This is an optimization exercise on Yosys and OpenROAD, whose aim is small area, not a production implementation. In this exercise RTL edits were held to simulation tests only and were not proved equivalent to the original. Power and IR drop assume default switching activity.

== run a ==
// tenthirty
module tenthirty(
    input clk,
    input rst_n,  
    input btn_m,  
    input btn_r,  
    output reg [7:0] seg7_sel,
    output reg [7:0] seg7,    
    output reg [7:0] seg7_l,  
    output reg [2:0] led  
);
Size: about 470 cells after synthesis, roughly 31 I/O pins.
clock: 10.0 ns
lec_check: 0
abc_area: 1
cap_margin: 20
core_margin: 2
core_utilization: 65
cts_buf_list: sky130_fd_sc_hd__clkbuf_8
slew_margin: 20
standard.sh (not shown) runs the stock make flow with config.mk's settings and CLKGATE_MAP_FILE= SYNTH_SCRIPT=/design/flow/synth_recipe.tcl, a recipe that flattens the netlist after the stock synthesis.
==> flow/flow/run.sh <==
#!/bin/bash
# Own layout flow: the standard layout, with
#  - synthesis through flow/synth.tcl (the standard flow's synthesis script with an area
#    oriented ABC script, flow/abc.script, and no adder extraction), and
#  - sky130_fd_sc_hd__buf_1 as the port buffers.
set -euo pipefail
W=$(pwd)
export OWN_ABC_SCRIPT=$W/flow/abc.script
bash standard.sh synth "SYNTH_SCRIPT=$W/flow/synth.tcl" > $W/own_synth.log 2>&1
bash standard.sh finish "BUFFER_PORTS_ARGS=-buffer_cell sky130_fd_sc_hd__buf_1" > $W/own_layout.log 2>&1
==> flow/flow/abc.script <==
strash
&get -n
&deepsyn -T 60
&put
dch -f
amap
topo
==> flow/flow/synth.tcl <==
# The standard flow's synthesis script (synth_recipe.tcl), with the combinational logic
# mapped for area by flow/abc.script and without ORFS's adder extraction.
proc synth {args} { yosys synth -nofsm -noshare {*}$args }
proc abc {args} {
  set i [lsearch -exact $args -script]
  if {$i >= 0} { lset args [expr {$i + 1}] $::env(OWN_ABC_SCRIPT) }
  yosys abc {*}$args
}
set ::env(ADDER_MAP_FILE) ""
source $::env(SCRIPTS_DIR)/synth.tcl
# left out here: clear keep_hierarchy, flatten, clean up, hide names made inside functions, write 1_2_yosys.v
Looking at the reports, run a completed the entire flow and the layout it produced met the timing, DRC and antenna checks.
The following lists how run b was set up differently from run a:
diff --git a/flow/flow/run.sh b/flow/flow/run.sh
--- a/flow/flow/run.sh
+++ b/flow/flow/run.sh
@@ -8,3 +8,3 @@
 export OWN_ABC_SCRIPT=$W/flow/abc.script
 bash standard.sh synth "SYNTH_SCRIPT=$W/flow/synth.tcl" > $W/own_synth.log 2>&1
-bash standard.sh finish "BUFFER_PORTS_ARGS=-buffer_cell sky130_fd_sc_hd__buf_1" > $W/own_layout.log 2>&1
+bash standard.sh finish "BUFFER_PORTS_ARGS=-buffer_cell sky130_fd_sc_hd__buf_1" "CTS_ARGS=-sink_clustering_enable -repair_clock_nets -buf_list sky130_fd_sc_hd__clkbuf_8 -dont_use_dummy_load" > $W/own_layout.log 2>&1
diff --git a/flow/config.mk b/flow/config.mk
--- a/flow/config.mk
+++ b/flow/config.mk
@@ -7,7 +7,7 @@
 export LEC_CHECK = 0
 export ABC_AREA = 1
-export CAP_MARGIN = 20
+export CAP_MARGIN = 0
 export CORE_MARGIN = 2
 export CORE_UTILIZATION = 65
 export CTS_BUF_LIST = sky130_fd_sc_hd__clkbuf_8
-export SLEW_MARGIN = 20
+export SLEW_MARGIN = 0
- Run b: flow completed, timing, DRC and antenna clean
- Run a and run b ended up with nearly the same placement-stage cell area.
- Register share of total power was higher in run b than in run a.
- Between run a and run b, multi-input combinational area share is lower for run a, run b comes in above that.
- Run b against run a: final cell count without fillers shrank by 3; first-iteration DRC count fell 30; total power after layout has decreased; utilization of the core after routing has decreased.
- Of run a and run b, run b shows the lower portion of total power attributed to the clock network, with run a above it.


Setup of v40:
tenthirty, a different RTL version from the one above (not shown whole).
For scale: about 460 cells after synthesis, about 52 flip-flops, ~31 I/O pins.
Design tenthirty, start of the top module:
module tenthirty(
    input clk,
    input rst_n,  
    input btn_m,  
    input btn_r,  
    output reg [7:0] seg7_sel,
    output reg [7:0] seg7,    
    output reg [7:0] seg7_l,  
    output reg [2:0] led  
);
==> flow/config.mk <==
export PLATFORM = sky130hd
export DESIGN_NAME = tenthirty
export DESIGN_NICKNAME = tenthirty
export VERILOG_FILES = /design/flow/design.v
export SDC_FILE = /design/flow/constraint.sdc
export NUM_CORES = 4
export LEC_CHECK = 0
export ABC_AREA = 1
export CAP_MARGIN = 0
export CORE_MARGIN = 2
export CORE_UTILIZATION = 65
export CTS_BUF_LIST = sky130_fd_sc_hd__clkbuf_8
export GPL_TIMING_DRIVEN = 0
export SLEW_MARGIN = 0
==> flow/constraint.sdc <==
create_clock -name core_clock -period 10.0 [get_ports {clk}]
set_input_delay 2.0000 -clock core_clock [delete_from_list [all_inputs] [get_ports {clk}]]
set_output_delay 2.0000 -clock core_clock [all_outputs]
set_load 0.01 [all_outputs]
==> flow/flow/run.sh <==
#!/bin/bash
# Own layout flow: the standard layout, with
#  - synthesis through flow/synth.tcl: the standard flow's synthesis script, with ABC
#    run as flow/abc.script (area oriented) on eight seeds, keeping the
#    smallest netlist, and no adder extraction;
#  - sky130_fd_sc_hd__buf_1 as the port buffers;
#  - clock tree of sky130_fd_sc_hd__clkbuf_8 without dummy loads.
# Each tool's output goes to own_synth.log / own_layout.log here and to
# ORFS's own logs under orfs/logs.
set -euo pipefail
W=$(pwd)
export OWN_ABC_SCRIPT=$W/flow/abc.script
export OWN_ABC_SEEDS="0 1 2 3 4 5 6 7"
export OWN_ABC_DIR=$W/own_abc
mkdir -p $OWN_ABC_DIR
bash standard.sh synth "SYNTH_SCRIPT=$W/flow/synth.tcl" > $W/own_synth.log 2>&1
bash standard.sh finish "BUFFER_PORTS_ARGS=-buffer_cell sky130_fd_sc_hd__buf_1" "CTS_ARGS=-sink_clustering_enable -repair_clock_nets -buf_list sky130_fd_sc_hd__clkbuf_8 -dont_use_dummy_load" > $W/own_layout.log 2>&1
==> flow/flow/abc.script <==
strash
&get -n
&deepsyn -T 25 -S @SEED@
&put
dch -f
amap
topo
==> flow/flow/synth.tcl <==
# The standard flow's synthesis script (synth_recipe.tcl), with the combinational logic
# mapped for area: each ABC call runs flow/abc.script (an area oriented
# script) with several random seeds and keeps the smallest result, and
# ORFS's adder extraction is left out.
proc synth {args} { yosys synth -nofsm -noshare {*}$args }
proc abc {args} {
  set dir $::env(OWN_ABC_DIR)
  set lib [lindex $args [expr {[lsearch -exact $args -liberty] + 1}]]
  set template [read [open $::env(OWN_ABC_SCRIPT)]]
  set i [lsearch -exact $args -script]
  yosys design -save own_pre_abc
  set best_area -1
  foreach seed $::env(OWN_ABC_SEEDS) {
    yosys design -load own_pre_abc
    set script $dir/abc_seed$seed.script
    set f [open $script w]
    puts -nonewline $f [string map [list @SEED@ $seed] $template]
    close $f
    lset args [expr {$i + 1}] $script
    yosys abc {*}$args
    yosys tee -q -o $dir/abc_seed$seed.stat stat -liberty $lib
    set text [read [open $dir/abc_seed$seed.stat]]
    regexp {Chip area for module[^:]*:\s*([0-9.]+)} $text -> area
    puts "own abc: seed $seed area $area"
    if {$best_area < 0 || $area < $best_area} {
      set best_area $area
      yosys design -save own_best_abc
    }
  }
  yosys design -load own_best_abc
  puts "own abc: kept area $best_area"
}
set ::env(ADDER_MAP_FILE) ""
source $::env(SCRIPTS_DIR)/synth.tcl
# left out here: clear keep_hierarchy, flatten, clean up, hide names made inside functions, write 1_2_yosys.v
## Diff of input files: v11 against v40
-- flow/flow/run.sh --
<<< v40, line 17
bash standard.sh finish "BUFFER_PORTS_ARGS=-buffer_cell sky130_fd_sc_hd__buf_1" "CTS_ARGS=-sink_clustering_enable -repair_clock_nets -buf_list sky130_fd_sc_hd__clkbuf_8 -dont_use_dummy_load" > $W/own_layout.log 2>&1
>>> v11, line 17
bash standard.sh finish "BUFFER_PORTS_ARGS=-buffer_cell sky130_fd_sc_hd__buf_1" "CTS_ARGS=-sink_clustering_enable -sink_clustering_size 6 -sink_clustering_max_diameter 40 -repair_clock_nets -buf_list sky130_fd_sc_hd__clkbuf_4 -root_buf sky130_fd_sc_hd__clkbuf_8 -dont_use_dummy_load" > $W/own_layout.log 2>&1
Findings:
- v11 vs. v40: flip-flop and latch count flat, final critical delay including setup and external delays flat, data arrival time at the worst-slack endpoint flat.
- Re number of multi-input logic gates: no difference whatsoever between v11 and v40.
- v40 -> v11: buffering overhead delta 0, exact match
- Looking at v11 and v40, the post-detailed-route count of antenna-violating nets is a wash.
- ~same logic gate share of total power in v11 and v40
- Clock tree buffer count of the final layout: v40 vs v11 — no meaningful difference
- Between v11 and v40, the difference in clock network fraction of total power is negligible.
- v11 -> v40: global-route wire length before repair delta 0, exact match
diff inputs: v11 => v29
-- flow/flow/run.sh --
<<< v11, line 4
#    run as flow/abc.script (area oriented) on eight seeds, keeping the
>>> v29, line 4
#    run as flow/abc.script (area oriented) on twelve seeds, keeping the
<<< v11, line 13
export OWN_ABC_SEEDS="0 1 2 3 4 5 6 7"
>>> v29, line 13
export OWN_ABC_SEEDS="0 1 2 3 4 5 6 7 8 9 10 11"
<<< v11, line 17
bash standard.sh finish "BUFFER_PORTS_ARGS=-buffer_cell sky130_fd_sc_hd__buf_1" "CTS_ARGS=-sink_clustering_enable -sink_clustering_size 6 -sink_clustering_max_diameter 40 -repair_clock_nets -buf_list sky130_fd_sc_hd__clkbuf_4 -root_buf sky130_fd_sc_hd__clkbuf_8 -dont_use_dummy_load" > $W/own_layout.log 2>&1
>>> v29, line 17
bash standard.sh finish "BUFFER_PORTS_ARGS=-buffer_cell sky130_fd_sc_hd__buf_1" "CTS_ARGS=-sink_clustering_enable -repair_clock_nets -buf_list sky130_fd_sc_hd__clkbuf_8 -dont_use_dummy_load" > $W/own_layout.log 2>&1
==> notes.md <==
v29 | stages: all done | timing, DRC, antenna: all pass. v29 vs v11, detailed-route wire length on metal 1 went down by about 1%. [compare] base=v11 new=v29: relative contribution of sequential cells to total power has increased; final standard cell area without fillers has increased; total power has decreased; non-clock inverter count in the final layout has decreased; final cell count has remained practically unchanged. Leakage power came out higher on v29 than on v11.
> inputs changed (v29 -> v20)
-- flow/flow/run.sh --
<<< v29, line 4
#    run as flow/abc.script (area oriented) on twelve seeds, keeping the
>>> v20, line 4
#    run as flow/abc.script (area oriented) on four seeds, keeping the
<<< v29, line 13
export OWN_ABC_SEEDS="0 1 2 3 4 5 6 7 8 9 10 11"
>>> v20, line 13
export OWN_ABC_SEEDS="0 1 2 3"
==> flow/flow/abc.script <==
strash
&get -n
&deepsyn -T 45 -S @SEED@
&put
dch -f
amap
topo
==> notes.md <==
- Looking at net count of the mapped netlist, v20 sits below v29.
- Looking at synthesized instance count across v29 and v20, the one that comes out higher is v29.
- Relative to v29, worst setup slack has decreased by 620 ps in v20.
- From v29 to v20 the numbers moved as follows: final critical-path share of the clock period climbed 6.2 points, layout filler cell count climbed 1.6%.

re-timing with driven ports:
How much do the figures lean on ideal ports? The routed layouts below were timed once more, with nothing changed but the port constraints. Step 1 sets driving cells, clkbuf_16 on the clock port and buf_2 on the other inputs (assumed; they add their load-dependent delay and slew). Step 2, shift: input delay + t, output delay - t, t = (earliest + latest rising clock arrival at the registers) / 2. This alone moves slack from input paths to output paths. Three values: no drivers, after step 1, after step 2; two values: the first two.
| run | shift t [ns] | setup slack, ns | hold slack, ns | latest minus earliest clock arrival (ns) |
|---|---|---|---|---|
| run a | 0.338 | 3.841 / 3.841 / 3.841 | 0.474 / 0.474 / 0.474 | 0.006 / 0.006 |
| run b | 0.324 | 3.912 / 3.912 / 3.912 | 0.470 / 0.470 / 0.470 | 0.010 / 0.010 |
| v40 | 0.327 | 3.526 / 3.526 / 3.526 | 0.471 / 0.471 / 0.471 | 0.020 / 0.020 |
| v11 | 0.327 | 3.526 / 3.526 / 3.526 | 0.471 / 0.471 / 0.471 | 0.020 / 0.020 |
| v29 | 0.333 | 3.630 / 3.630 / 3.630 | 0.461 / 0.461 / 0.461 | 0.014 / 0.015 |
| v20 | 0.330 | 3.011 / 3.011 / 3.011 | 0.467 / 0.467 / 0.467 | 0.032 / 0.033 |
After both steps setup and hold are still met in every run listed.
